This design comes from an exercise in tuning for small area, a short achievable clock period and few clock cycles on the open sky130 flow, not from production work.
Where RTL was checked, it was by simulation tests only, not by an equivalence proof against the original.
No activity file was given, so power comes from the tool's default toggle rates.

## build 1
Design simple_cpu, start of the top module:
module simple_cpu (
    input clk,
    input rst_n,
    input instr_valid,
    input [15:0] instr,
    output instr_ready,
    input [7:0] mem_rdata,
    input mem_ready,
    output reg mem_req,
    output reg mem_we,
    output [7:0] mem_addr,
    output [7:0] mem_wdata,
    output reg done,
    output reg [3:0] flags   
);
Size: ~100 flip-flops, about 52 I/O pins, roughly 6600 µm² of cells after synthesis.
clock: 5.0 ns
lec_check: 0
abc_area: 1
cap_margin: 20
core_margin: 2
core_utilization: 40
cts_buf_list: sky130_fd_sc_hd__clkbuf_8
cts_cluster_size: 30
setup_slack_margin: 2.35
slew_margin: 20
standard.sh (not shown) runs the stock make flow with config.mk's settings and CLKGATE_MAP_FILE= SYNTH_SCRIPT=/design/flow/synth_recipe.tcl, a recipe that flattens the netlist after the stock synthesis.
==> flow/flow/run.sh <==
#!/bin/bash
# Standard layout, with plain buf_1 cells as the port buffers and resizing not
# held to each cell's footprint.
set -euo pipefail
bash standard.sh "BUFFER_PORTS_ARGS=-buffer_cell sky130_fd_sc_hd__buf_1" MATCH_CELL_FOOTPRINT=0 finish > make_finish.log 2>&1
Testbench counts of build 1, summed over its fixed seeds: cycles 4,970.
Modified inputs, build 34 compared to build 1
# build 1
export LEC_CHECK = 0
export ABC_AREA = 1
export CAP_MARGIN = 20
export CORE_MARGIN = 2
export CORE_UTILIZATION = 40
export CTS_BUF_LIST = sky130_fd_sc_hd__clkbuf_8
export CTS_CLUSTER_SIZE = 30
export SETUP_SLACK_MARGIN = 2.35
export SLEW_MARGIN = 20
create_clock -name core_clock -period 5.0 [get_ports {clk}]
# build 34
export LEC_CHECK = 0
export ABC_AREA = 1
export CAP_MARGIN = 20
export CORE_MARGIN = 2
export CORE_UTILIZATION = 40
export CTS_BUF_LIST = sky130_fd_sc_hd__clkbuf_8
export CTS_CLUSTER_SIZE = 30
export SETUP_SLACK_MARGIN = 2.45
export SLEW_MARGIN = 20
create_clock -name core_clock -period 5.0 [get_ports {clk}]
==> flow/flow/run.sh <==
#!/bin/bash
# Standard synthesis; then every combinational cell is set to its smallest drive
# strength (registers untouched); then the standard layout, with plain buf_1
# cells as the port buffers and resizing not held to footprints.
set -euo pipefail
W=$PWD
R=$W/orfs/results/$FLOW_PLATFORM/simple_cpu/base
ARGS=("BUFFER_PORTS_ARGS=-buffer_cell sky130_fd_sc_hd__buf_1" MATCH_CELL_FOOTPRINT=0)
bash standard.sh "${ARGS[@]}" synth > make_synth.log 2>&1
cp "$R/1_2_yosys.v" "$W/1_2_yosys_standard.v"
LIB=$FLOW_HOME/platforms/$FLOW_PLATFORM/lib/sky130_fd_sc_hd__tt_025C_1v80.lib
python3 flow/downsize.py "$LIB" "$R/1_2_yosys.v" > downsize.log 2>&1
rm -f "$R/1_synth.odb" "$R/1_synth.sdc"
bash standard.sh "${ARGS[@]}" finish > make_finish.log 2>&1
==> flow/flow/downsize.py (new file) <==
# Sets every combinational cell of the synthesized netlist to the smallest-area
# drive strength of the same function (same name but the _N suffix), leaving the
# registers as they are; the layout's repair steps size cells up where timing
# needs it.
import re, sys
lib, net = sys.argv[1], sys.argv[2]
text_lib = open(lib).read()
area = {}
for m in re.finditer(r'cell\s*\(\s*"?(sky130_fd_sc_hd__\w+)"?\s*\)', text_lib):
    a = re.search(r'area\s*:\s*([\d.]+)', text_lib[m.end():m.end() + 100000])
    area[m.group(1)] = float(a.group(1))
groups = {}
for c in area:
    b = re.match(r'(sky130_fd_sc_hd__\w+?)_(\d+)$', c)
    if b:
        groups.setdefault(b.group(1), []).append(c)
seq = re.compile(r'sky130_fd_sc_hd__(df|edf|sdf|dl|conb|clk|lpflow|probe)')
def small(m):
    name = m.group(0)
    b = re.match(r'(sky130_fd_sc_hd__\w+?)_(\d+)$', name)
    if seq.match(name) or not b or name not in area:
        return name
    best = min(groups[b.group(1)], key=lambda c: (area[c], c))
    print(name, '->', best)
    return best
net_text = open(net).read()
net_text = re.sub(r'sky130_fd_sc_hd__\w+', small, net_text)
open(net, 'w').write(net_text)
==> notes.md <==
Build 34 finished every stage and its layout cleared the timing, DRC and antenna checks.
For fraction of area in registers, build 34 and build 1 come out practically identical.
Compared with build 1, build 34 shows combined global-route utilization of all metal layers higher by 1.9 points.
Build 34 against build 1: post-route worst setup slack climbed 0.046 ns, final clock period utilization by the worst path now smaller, maximum resistive drop on vdd up about 21%.
#### Input delta (build 2 over build 34)
# build 34
export LEC_CHECK = 0
export ABC_AREA = 1
export CAP_MARGIN = 20
export CORE_MARGIN = 2
export CORE_UTILIZATION = 40
export CTS_BUF_LIST = sky130_fd_sc_hd__clkbuf_8
export CTS_CLUSTER_SIZE = 30
export SETUP_SLACK_MARGIN = 2.45
export SLEW_MARGIN = 20
create_clock -name core_clock -period 5.0 [get_ports {clk}]
# build 2
export LEC_CHECK = 0
export ABC_AREA = 1
export CAP_MARGIN = 20
export CORE_MARGIN = 2
export CORE_UTILIZATION = 40
export CTS_BUF_LIST = sky130_fd_sc_hd__clkbuf_8
export CTS_CLUSTER_SIZE = 30
export SETUP_SLACK_MARGIN = 2.4
export SLEW_MARGIN = 20
create_clock -name core_clock -period 5.0 [get_ports {clk}]
==> flow/flow/run.sh <==
#!/bin/bash
# Standard layout, with plain buf_1 cells as the port buffers and resizing not
# held to each cell's footprint.
set -euo pipefail
bash standard.sh "BUFFER_PORTS_ARGS=-buffer_cell sky130_fd_sc_hd__buf_1" MATCH_CELL_FOOTPRINT=0 finish > make_finish.log 2>&1
removed: flow/flow/downsize.py
Notes after the runs:
- Utilization: build 2 lower than build 34
- Reported sequential group power of build 2 is on par with build 34.
- Compared to build 34, build 2 was floorplanned on a bigger die.
- Changes observed in build 2 relative to build 34: number of placement rows up 1, core outline area up about 5%.


Setup of lane 1:
Another version of the RTL of simple_cpu (not shown whole).
Size in the first run: ~920 cells after synthesis, about 100 flip-flops, about 52 I/O pins, about 6600 um2 of cells after synthesis.
==> flow/config.mk <==
export PLATFORM = sky130hd
export DESIGN_NAME = simple_cpu
export DESIGN_NICKNAME = simple_cpu
export VERILOG_FILES = /design/flow/design.v
export SDC_FILE = /design/flow/constraint.sdc
export NUM_CORES = 4
export LEC_CHECK = 0
export ABC_AREA = 1
export CAP_MARGIN = 20
export CORE_MARGIN = 2
export CORE_UTILIZATION = 40
export SETUP_SLACK_MARGIN = 2.7
export SLEW_MARGIN = 20
==> flow/constraint.sdc <==
create_clock -name core_clock -period 5.0 [get_ports {clk}]
set_input_delay 1.0000 -clock core_clock [delete_from_list [all_inputs] [get_ports {clk}]]
set_output_delay 1.0000 -clock core_clock [all_outputs]
set_load 0.01 [all_outputs]
==> flow/flow/run.sh <==
#!/bin/bash
# Standard layout, with plain buf_1 cells as the port buffers.
set -euo pipefail
bash standard.sh "BUFFER_PORTS_ARGS=-buffer_cell sky130_fd_sc_hd__buf_1" finish > make_finish.log 2>&1
Lane 1: no failed stages, no open violations at the end
Testbench counts of lane 1, summed over its fixed seeds: cycles 4,970.
Edits applied to the flow inputs when going from lane 1 to lane 2:
diff --git a/flow/config.mk b/flow/config.mk
--- a/flow/config.mk
+++ b/flow/config.mk
@@ -11,3 +11,3 @@
 export CORE_UTILIZATION = 40
-export SETUP_SLACK_MARGIN = 2.7
+export SETUP_SLACK_MARGIN = 2.5
 export SLEW_MARGIN = 20
Results
- Delta(area of all placed cells without fillers, lane 2 - lane 1) < 0
- Lane 2 vs lane 1: first-pass GRT wire length up slightly
- Between lane 2 and lane 1, the difference in clock-pin slew of the registers on the worst-case setup and hold paths is negligible.
- Critical path depth, lane 2 and lane 1: larger value in lane 2
- Compared with lane 1, lane 2 shows overall routed net length lower by 1.5%.
- Comparing lane 1 with lane 2, the tightest hold margin came out essentially unchanged.


Setup of job 4729:
simple_cpu, a different RTL version from the one above (not shown whole).
Size in the first run: about 1,000 cells after synthesis, roughly 130 flip-flops, ~7600 sq um of cells after synthesis.
// simple_cpu
module simple_cpu (
    input clk,
    input rst_n,
    input instr_valid,
    input [15:0] instr,
    output instr_ready,
    input [7:0] mem_rdata,
    input mem_ready,
    output reg mem_req,
    output reg mem_we,
    output reg [7:0] mem_addr,
    output [7:0] mem_wdata,
    output reg done,
    output reg [3:0] flags   
);
Settings: LEC_CHECK=0, ABC_AREA=1, CAP_MARGIN=20, CORE_MARGIN=2, CORE_UTILIZATION=40, SETUP_SLACK_MARGIN=2.5, SLEW_MARGIN=20; clock period 5.0 ns.
run.sh (not shown) runs the stock make flow with config.mk's settings and CLKGATE_MAP_FILE= SYNTH_SCRIPT=/design/flow/synth_recipe.tcl, a recipe that flattens the netlist after the stock synthesis.
Stock flow here: none of the scripts above is used.
Edits applied to the flow inputs when going from job 4729 to job 1010:
Settings: SETUP_SLACK_MARGIN changed from 2.5 to 2.8.
--- outcome ---
- Worst slack at placement delta (job 1010 − job 4729): favourable
- The run showing the smaller final area is job 4729.
- Power, job 1010 and job 4729, higher one = job 1010.
- Going from job 4729 to job 1010, combinational power rose about 8%; sequential share of layout area shrank by 2.1 points.
- Job 1010 vs job 4729: multi-input combinational area share down in job 1010
- Job 1010 vs job 4729, instance count: job 1010 higher
No functional check of the RTL was part of any run of this note.


## run 1
The RTL this note starts from:
==> flow/design.v <==
module simple_cpu (
    input clk,
    input rst_n,
    input instr_valid,
    input [15:0] instr,
    output instr_ready,
    input [7:0] mem_rdata,
    input mem_ready,
    output reg mem_req,
    output reg mem_we,
    output [7:0] mem_addr,
    output [7:0] mem_wdata,
    output reg done,
    output reg [3:0] flags   
);
  reg [7:0] regfile[0:7];
  reg x_alu;   
  reg x_fix;   
  reg [2:0] x_rd;
  reg [3:0] x_imm;
  reg c_add, c_sub, c_g, c_p, c_shl, c_shr;
  reg [7:0] opa;   
  reg [7:0] opb;   
  reg a_c4;   
  integer i;
  wire x_ld = mem_req & ~mem_we;
  wire mwait = mem_req & ~mem_ready;
  wire stall = x_fix | mwait;
  assign instr_ready = ~stall;
  wire accept = instr_valid & ~stall;
  assign mem_wdata = opa;
  assign mem_addr = {opb[7:4] + {3'b000, a_c4}, opb[3:0]};
  wire [7:0] bx = opb ^ {8{c_sub}};
  wire [7:0] p = opa ^ bx;
  wire [7:0] g = opa & bx;
  wire [7:0] g1, p1, g2, p2, g3, p3;
  genvar k;
  generate
    for (k = 0; k < 8; k = k + 1) begin : pfx
      if (k % 2 == 1) begin : l1a
        assign g1[k] = g[k] | (p[k] & g[k-1]);
        assign p1[k] = p[k] & p[k-1];
      end else begin : l1b
        assign g1[k] = g[k];
        assign p1[k] = p[k];
      end
      if (k % 4 >= 2) begin : l2a
        assign g2[k] = g1[k] | (p1[k] & g1[(k/4)*4+1]);
        assign p2[k] = p1[k] & p1[(k/4)*4+1];
      end else begin : l2b
        assign g2[k] = g1[k];
        assign p2[k] = p1[k];
      end
      if (k >= 4) begin : l3a
        assign g3[k] = g2[k] | (p2[k] & g2[3]);
        assign p3[k] = p2[k] & p2[3];
      end else begin : l3b
        assign g3[k] = g2[k];
        assign p3[k] = p2[k];
      end
    end
  endgenerate
  wire [7:0] cy = {g3[6:0] | (p3[6:0] & {7{c_sub}}), c_sub};
  wire [7:0] sum = p ^ cy;
  wire [2:0] rot = opb[2:0];
  wire [7:0] r1 = rot[0] ? {opa[6:0], opa[7]} : opa;
  wire [7:0] r2 = rot[1] ? {r1[5:0], r1[7:6]} : r1;
  wire [7:0] r3 = rot[2] ? {r2[3:0], r2[7:4]} : r2;
  reg [7:0] shmask;
  always @(*) begin
    for (i = 0; i < 8; i = i + 1)
      shmask[i] = (c_shl & (i >= rot)) | (c_shr & ((rot == 3'd0) | (i < rot)));
  end
  wire [7:0] alu_res = ({8{c_add}} & sum) | ({8{c_g}} & g) | ({8{c_p}} & p) |
                       (shmask & r3);
  wire [7:0] wr_val = alu_res | ({8{x_ld}} & mem_rdata);
  wire wr_en = x_alu | (x_ld & mem_ready);
  wire [3:0] i_op = instr[15:12];
  wire [2:0] i_rd = instr[11:9];
  wire [2:0] i_rs = instr[7:5];
  wire [3:0] i_imm = instr[3:0];
  wire i_alu = (i_op >= 4'h1) && (i_op <= 4'h8);
  wire i_mem = (i_op == 4'h9) || (i_op == 4'hA);
  wire i_immop = (i_op == 4'h6) || (i_op == 4'h7) || (i_op == 4'h8);
  wire [2:0] ra = i_rd;
  wire [2:0] rb = i_rs;
  wire [3:0] ri = i_imm;
  wire [7:0] ra_oh = 8'b1 << ra;
  wire [7:0] rb_oh = 8'b1 << rb;
  reg [7:0] rf_a, rf_b;
  always @(*) begin
    rf_a = 8'h00;
    rf_b = 8'h00;
    for (i = 0; i < 8; i = i + 1) begin
      rf_a = rf_a | ({8{ra_oh[i]}} & regfile[i]);
      rf_b = rf_b | ({8{rb_oh[i]}} & regfile[i]);
    end
  end
  wire [3:0] lp = rf_b[3:0] ^ ri;
  wire [3:0] lg = rf_b[3:0] & ri;
  wire lc1 = lg[0];
  wire lc2 = lg[1] | (lp[1] & lg[0]);
  wire lc3 = lg[2] | (lp[2] & lg[1]) | (lp[2] & lp[1] & lg[0]);
  wire lc4 = lg[3] | (lp[3] & lg[2]) | (lp[3] & lp[2] & lg[1]) | (lp[3] & lp[2] & lp[1] & lg[0]);
  wire [4:0] lo = {lc4, lp[3] ^ lc3, lp[2] ^ lc2, lp[1] ^ lc1, lp[0]};
  wire [4:0] lo_fix = {1'b0, opb[3:0]} + {1'b0, x_imm};
  wire fwd_a = wr_en && (x_rd == i_rd);
  wire hz_b = wr_en && (x_rd == i_rs);   
  wire fwd_b = hz_b && !i_immop;
  wire [2:0] i_rot = (i_op == 4'h8) ? 3'd0 - i_imm[2:0] : i_imm[2:0];
  wire [7:0] opb_rf = i_mem ? {rf_b[7:4], lo[3:0]} : (i_immop ? {4'h0, i_imm[3], i_rot} : rf_b);
  always @(posedge clk) begin
    c_add <= accept & ((i_op == 4'h1) || (i_op == 4'h2) || (i_op == 4'h6));
    c_sub <= accept & (i_op == 4'h2);
    c_g   <= accept & ((i_op == 4'h3) || (i_op == 4'h4));   
    c_p   <= accept & ((i_op == 4'h4) || (i_op == 4'h5));   
    c_shl <= accept & (i_op == 4'h7) & !i_imm[3];
    c_shr <= accept & (i_op == 4'h8) & !i_imm[3];
    opa <= ({8{stall}} & opa) | ({8{~stall & fwd_a}} & wr_val) | ({8{~stall & ~fwd_a}} & rf_a);
    opb <= ({8{mwait}} & opb) | ({8{x_fix}} & {opb[7:4], lo_fix[3:0]}) |
           ({8{~stall & fwd_b}} & wr_val) | ({8{~stall & ~fwd_b}} & opb_rf);
    a_c4 <= (mwait & a_c4) | (x_fix & lo_fix[4]) | (~stall & lo[4]);
    if (!stall) begin
      x_rd  <= i_rd;
      x_imm <= i_imm;
      mem_we <= (i_op == 4'hA);
    end
  end
  always @(posedge clk or negedge rst_n) begin
    if (!rst_n) begin
      x_alu <= 1'b0;
      x_fix <= 1'b0;
      mem_req <= 1'b0;
      done <= 1'b0;
      flags <= 4'b0;
      for (i = 0; i < 8; i = i + 1) regfile[i] <= 8'h0;
    end else begin
      x_alu <= accept & i_alu;
      if (x_fix) begin
        x_fix <= 1'b0;
        mem_req <= 1'b1;
      end else if (!mwait) begin
        x_fix <= accept & i_mem & hz_b;
        mem_req <= accept & i_mem & ~hz_b;
      end
      if (accept && i_op == 4'hF) done <= 1'b1;
      if (wr_en) regfile[x_rd] <= wr_val;
      if (x_alu) begin
        flags[3] <= (alu_res == 8'h0);
        flags[2] <= alu_res[7];
      end
    end
  end
endmodule
export LEC_CHECK = 0
export ABC_AREA = 1
export CAP_MARGIN = 20
export CORE_MARGIN = 2
export CORE_UTILIZATION = 40
export SETUP_SLACK_MARGIN = 2.4
export SLEW_MARGIN = 20
create_clock -name core_clock -period 5.0 [get_ports {clk}]
standard.sh (not shown) runs the stock make flow with config.mk's settings and CLKGATE_MAP_FILE= SYNTH_SCRIPT=/design/flow/synth_recipe.tcl, a recipe that flattens the netlist after the stock synthesis.
==> flow/flow/run.sh <==
#!/bin/bash
# Standard synthesis; then the combinational logic between the registers is
# mapped again for area (registers untouched); then the standard layout, with
# plain buf_1 cells as the port buffers and resizing not held to footprints.
set -euo pipefail
W=$PWD
R=$W/orfs/results/$FLOW_PLATFORM/simple_cpu/base
ARGS=("BUFFER_PORTS_ARGS=-buffer_cell sky130_fd_sc_hd__buf_1" MATCH_CELL_FOOTPRINT=0)
bash standard.sh "${ARGS[@]}" synth > make_synth.log 2>&1
cp "$R/1_2_yosys.v" "$W/1_2_yosys_standard.v"
LIB=$FLOW_HOME/platforms/$FLOW_PLATFORM/lib/sky130_fd_sc_hd__tt_025C_1v80.lib
sed -e "s|@LIB@|$LIB|g" -e "s|@IN@|$W/1_2_yosys_standard.v|" -e "s|@OUT@|$W/1_2_yosys_remap.v|" flow/remap.ys > remap_run.ys
yosys -s remap_run.ys > yosys_remap.log 2>&1
cp "$W/1_2_yosys_remap.v" "$R/1_2_yosys.v"
rm -f "$R/1_synth.odb" "$R/1_synth.sdc"
bash standard.sh "${ARGS[@]}" finish > make_finish.log 2>&1
==> flow/flow/remap.ys <==
# Area re-mapping of the standard synthesis's combinational logic. The
# registers stay as they are: same instances, names and cell types.
read_liberty -ignore_miss_func @LIB@
setattr -mod -set keep_hierarchy 1 sky130_fd_sc_hd__df* sky130_fd_sc_hd__edf* sky130_fd_sc_hd__sdf* sky130_fd_sc_hd__dl*
read_verilog @IN@
hierarchy -top simple_cpu
flatten
delete t:$scopeinfo
opt -purge
abc -liberty @LIB@ -dont_use *probe* -dont_use *lpflow* -script +strash;dch;map,-a;topo simple_cpu
opt_clean -purge
splitnets
opt_clean -purge
hilomap -singleton -hicell sky130_fd_sc_hd__conb_1 HI -locell sky130_fd_sc_hd__conb_1 LO
insbuf -buf sky130_fd_sc_hd__buf_4 A X
select simple_cpu
tee -o remap_stat.txt stat -liberty @LIB@
write_verilog -noattr -noexpr -nohex -nodec -selected @OUT@
Run 1 ended with every stage complete and zero timing, DRC or antenna violations.
Testbench counts of run 1, summed over its fixed seeds: cycles 4,970.
Here is what was changed in the inputs of run 2 compared with run 1.
Settings: SETUP_SLACK_MARGIN changed from 2.4 to 2.5.
==> flow/flow/run.sh <==
#!/bin/bash
# Standard layout, with plain buf_1 cells as the port buffers and resizing not
# held to each cell's footprint.
set -euo pipefail
bash standard.sh "BUFFER_PORTS_ARGS=-buffer_cell sky130_fd_sc_hd__buf_1" MATCH_CELL_FOOTPRINT=0 finish > make_finish.log 2>&1
removed: flow/flow/remap.ys
==> comparison <==
- Run 2: no failed stages, no open violations at the end
- In the flow results for run 1 and run 2, the share of total power in combinational logic is smaller on run 2.
- Going from run 1 to run 2, fraction of area in registers shows a reduction of 0.21 points, total via count in the routed design shows an increase of about 2.2%.
- Sequential logic power on run 2 is down relative to run 1.
Modified inputs, run 3 compared to run 2
Settings: CTS_BUF_LIST now sky130_fd_sc_hd__clkbuf_8, previously not set; SETUP_SLACK_MARGIN now 2.4, was 2.5; GPL_TIMING_DRIVEN now 0, previously not set; CTS_CLUSTER_SIZE now 30, previously not set.
Notes after the runs:
- The clock power share of run 3 is lower than that of run 2.
- Sort run 3 and run 2 by total wire length, ascending, and run 3 comes first.
- Looking at final cell utilization of the core, run 3 sits below run 2.
- Run 3 against run 2: largest net degree at the start of global routing -48%; worst-case reg-to-reg path depth +4; design area -about 2.3%; cell count of the worst hold path ~0 delta.
- Total power: run 3 < run 2
- Run 3 vs run 2 on smallest setup slack after layout: run 3 is the lower one.
- Critical path capture point: opb[3]$_DFF_P_ -> run 2, opb[1]$_DFF_P_ -> run 3
- Relative to run 2, growth of design area from synthesis to finish has decreased by 2.7 points in run 3.
- Between run 2 and run 3, the flow reports via count of the routed design decreasing slightly.

==> what the ideal ports hide <==
How much do the figures lean on ideal ports? The routed layouts below were timed once more, with nothing changed but the port constraints.
Step 1: set_driving_cell puts a clkbuf_16 on clk and a buf_2 on each other input, an assumption about the parent block.
Step 2 moves the port delays by t, midway between the first and last clock arrival at a register: inputs arrive t later, outputs are due t later. That takes back most of the time a late clock gives input paths.
Slacks: ideal ports / drivers / drivers and shift; pairs: ideal ports / drivers.
| run | t (ns) | setup WS [ns] | clock arrival spread, ns | slew at the worst register clock pin (ns) | cell pins on the clock port's net |
|---|---|---|---|---|---|
| build 1 | 0.427 | 2.413 / 2.391 / 2.051 | 0.019 / 0.018 | 0.12 / 0.12 | 1 |
| build 34 | 0.419 | 2.459 / 2.440 / 2.020 | 0.019 / 0.019 | 0.10 / 0.10 | 1 |
| build 2 | 0.434 | 2.460 / 2.437 / 2.053 | 0.022 / 0.022 | 0.11 / 0.11 | 1 |
| lane 1 | 0.395 | 2.377 / 2.371 / 1.976 | 0.011 / 0.012 | 0.07 / 0.07 | 1 |
| lane 2 | 0.398 | 2.447 / 2.427 / 2.029 | 0.012 / 0.012 | 0.08 / 0.08 | 1 |
| job 4729 | 0.472 | 1.982 / 1.989 / 1.526 | 0.010 / 0.010 | 0.06 / 0.06 | 1 |
| job 1010 | 0.471 | 1.978 / 1.980 / 1.527 | 0.009 / 0.009 | 0.06 / 0.06 | 1 |
| run 1 | 0.397 | 2.368 / 2.363 / 1.966 | 0.009 / 0.009 | 0.07 / 0.07 | 1 |
| run 2 | 0.379 | 2.466 / 2.456 / 2.077 | 0.010 / 0.010 | 0.07 / 0.07 | 1 |
| run 3 | 0.436 | 2.441 / 2.432 / 1.996 | 0.014 / 0.014 | 0.11 / 0.11 | 1 |
After both steps setup and hold are still met in every run listed. For job 4729, which loses most, drivers alone change the setup slack by +0.007 ns; drivers and shift together by -0.456 ns.
